Background: an optimization exercise with open tools, aiming at small area and a short achievable clock period. Do not read the settings as production practice.
At most, simulation tests tie the RTL to the original design; equivalence was not proved.

## mips_pipeline
module mips_pipeline( clk, rst, imem_addr, imem_rdata, dmem_addr, dmem_wdata, dmem_we, dmem_re, dmem_rdata, wb_we, wb_wn, wb_wd );
==> flow/config.mk <==
export PLATFORM = sky130hd
export DESIGN_NAME = mips_pipeline
export DESIGN_NICKNAME = mips_pipeline
export VERILOG_FILES = /design/flow/design.v
export SDC_FILE = /design/flow/constraint.sdc
export NUM_CORES = 4
export LEC_CHECK = 0
export CAP_MARGIN = 20
export CORE_MARGIN = 2
export CORE_UTILIZATION = 65
export CTS_BUF_LIST = sky130_fd_sc_hd__clkbuf_16
export CTS_CLUSTER_DIAMETER = 100
export CTS_CLUSTER_SIZE = 30
export SLEW_MARGIN = 20
==> flow/constraint.sdc <==
create_clock -name core_clock -period 14.5 [get_ports {clk}]
set_input_delay 2.9000 -clock core_clock [delete_from_list [all_inputs] [get_ports {clk}]]
set_output_delay 2.9000 -clock core_clock [all_outputs]
set_load 0.01 [all_outputs]
standard.sh (not shown) runs the stock make flow with config.mk's settings and CLKGATE_MAP_FILE= SYNTH_SCRIPT=/design/flow/synth_recipe.tcl, a recipe that flattens the netlist after the stock synthesis.
==> flow/flow/run.sh <==
#!/bin/bash
# Standard ORFS layout (the standard.sh) with a setup margin for timing repair.
bash standard.sh SETUP_SLACK_MARGIN=10.5 finish > standard.log 2>&1
Change:
--- a/flow/design.v
+++ b/flow/design.v
@@ -13,17 +13,18 @@
 	reg [31:0] id_ir;
 	reg [31:0] ex_a, ex_b, ex_x;
 	reg [4:0]  ex_wn;
 	reg        ex_we, ex_mrd, ex_mwr, ex_br, ex_jr, ex_div;
 	reg        ex_sub, ex_sum, ex_and, ex_or, ex_slt, ex_sll, ex_hi, ex_lo, ex_tgt;
 	reg [31:0] mem_out, mem_sd;
 	reg [4:0]  mem_wn;
 	reg        mem_we, mem_mrd, mem_mwr, mem_redir;
-	reg [31:0] wb_d;
+	reg [31:0] wb_d;	 
+	reg [31:0] wb_rd;	 
 	reg [4:0]  wb_n;
 	reg        wb_e;
 	reg [31:0] rf [1:31];
 	reg [31:0] dv_r, dv_q, dv_d;
 	reg [4:0]  dv_cnt;
 	reg        dv_busy;
 	reg [31:0] hi, lo;
 	reg        dv_pend, hilo_z;	 
@@ -52,18 +53,34 @@
 	wire f_or   = ( fn == 6'd37 );
 	wire f_slt  = ( fn == 6'd42 );
 	wire f_sll  = ( fn == 6'd0 );
 	wire f_hi   = ( fn == 6'd16 );
 	wire f_lo   = ( fn == 6'd18 );
 	wire f_and  = ~( f_add | f_sub | f_or | f_slt | f_sll | f_hi | f_lo );
 	wire [4:0] id_wn = is_r ? rd : rt;
 	wire id_we = ( is_r | is_lw | is_andi ) & ( id_wn != 5'd0 );
-	wire [31:0] rs_v = ( rs == 5'd0 ) ? 32'd0 : rf[rs];
-	wire [31:0] rt_v = ( rt == 5'd0 ) ? 32'd0 : rf[rt];
+	reg [31:0] rs_v, rt_v;
+	reg [31:0] rs_g, rt_g;
+	integer g, k;
+	always @* begin
+		rs_v = 32'd0;
+		rt_v = 32'd0;
+		for ( g = 0; g < 4; g = g + 1 ) begin
+			rs_g = 32'd0;
+			rt_g = 32'd0;
+			for ( k = 0; k < 8; k = k + 1 )
+				if ( g * 8 + k != 0 ) begin
+					rs_g = rs_g | ( {32{rs[2:0] == k}} & rf[g * 8 + k] );
+					rt_g = rt_g | ( {32{rt[2:0] == k}} & rf[g * 8 + k] );
+				end
+			rs_v = rs_v | ( {32{rs[4:3] == g}} & rs_g );
+			rt_v = rt_v | ( {32{rt[4:3] == g}} & rt_g );
+		end
+	end
 	wire use_imm = is_lw | is_sw | is_andi;
 	wire [31:0] ext_imm = { {16{imm[15] & ~is_andi}}, imm };
 	wire [31:0] id_tgt = id_pc + { {14{imm[15]}}, imm, 2'b00 } + 32'd16;
 	wire [31:0] sum = ex_a + ( ex_b ^ {32{ex_sub}} ) + { 31'd0, ex_sub };
 	wire [31:0] shl = ex_b << ex_x[4:0];
 	wire        eq  = ( ex_a == ex_b );
 	wire [31:0] ex_out = ( {32{ex_sum}} & sum )
 	                   | ( {32{ex_and}} & ( ex_a & ex_b ) )
@@ -147,42 +164,44 @@
 			mem_we    <= ex_we;
 			mem_mrd   <= ex_mrd;
 			mem_mwr   <= ex_mwr;
 			mem_redir <= ( ex_br & eq ) | ex_jr;
 		end
 	end
 	always @( posedge clk ) begin
 		wb_d <= mem_mrd ? dmem_rdata : mem_out;
+		if ( mem_we )
+			wb_rd <= mem_mrd ? dmem_rdata : mem_out;
 		wb_n <= mem_wn;
 		if ( rst )
 			wb_e <= 1'b0;
 		else
 			wb_e <= mem_we;
 	end
 	always @( posedge clk ) begin
 		if ( wb_e )
-			rf[wb_n] <= wb_d;
+			rf[wb_n] <= wb_rd;
 	end
 	always @( posedge clk ) begin
 		if ( rst ) begin
 			dv_busy <= 1'b0;
 			dv_pend <= 1'b0;
 		end
 		else begin
 			dv_busy <= ex_div | ( dv_busy & ~dv_end );
 			dv_pend <= ~ex_div & dv_end;
 		end
 		dv_r   <= ex_div ? { 31'd0, dv_r1 } : dv_rn;
 		dv_q   <= ex_div ? { ex_a[30:0], dv_ge1 } : dv_qn;
 		dv_cnt <= ex_div ? 5'd0 : dv_cnt + 5'd1;
 		if ( ex_div )
 			dv_d <= ex_b;
 	end
-	wire hilo_ld = dv_pend & ~ex_div & ~rst;
+	wire hilo_ld = dv_pend & ~ex_div;
 	always @( posedge clk ) begin
 		if ( rst )
 			hilo_z <= 1'b1;
 		else if ( hilo_ld )
 			hilo_z <= 1'b0;
 		if ( hilo_ld ) begin
 			hi <= dv_r;
 			lo <= dv_q;
The new run completed without violations.
Register-to-register slack gets worse by 0.08 ns.
Worst hold slack gets better by 0.0070 ns.
Core utilization went down by 0.95 points.
Cell area went down by 4.9%.
Clock skew went up by 0.015 ns.
The RTL of the second run of this note was laid out without a check of its function.

-- re-timing with driven ports --
The results above use ideal ports. As a check the final layouts listed here were re-extracted and re-timed, cells and wires unchanged.
Step 1 assumes that a clkbuf_16 drives the clock port and a buf_2 every other input.
Step 2 also shifts input and output timing later by t, the mid clock arrival at the registers, as if the neighbouring blocks saw the same clock.
Three values: ideal ports, drivers, drivers and shift; two values: the first two.
| run | t (ns) | setup slack, ns | hold slack, ns | worst setup path at the end | cell pins on the clock port's net |
|---|---|---|---|---|---|
| the first run | 0.811 | 10.206 / 10.133 / 9.856 | 0.332 / 0.332 / 0.332 | input to register | 1 |
| the second run | 0.832 | 10.227 / 10.156 / 10.241 | 0.339 / 0.339 / 0.339 | input to register | 1 |
After both steps setup and hold are still met in every run listed. For the first run, which loses most, drivers alone change the setup slack by -0.073 ns; drivers and shift together by -0.350 ns.
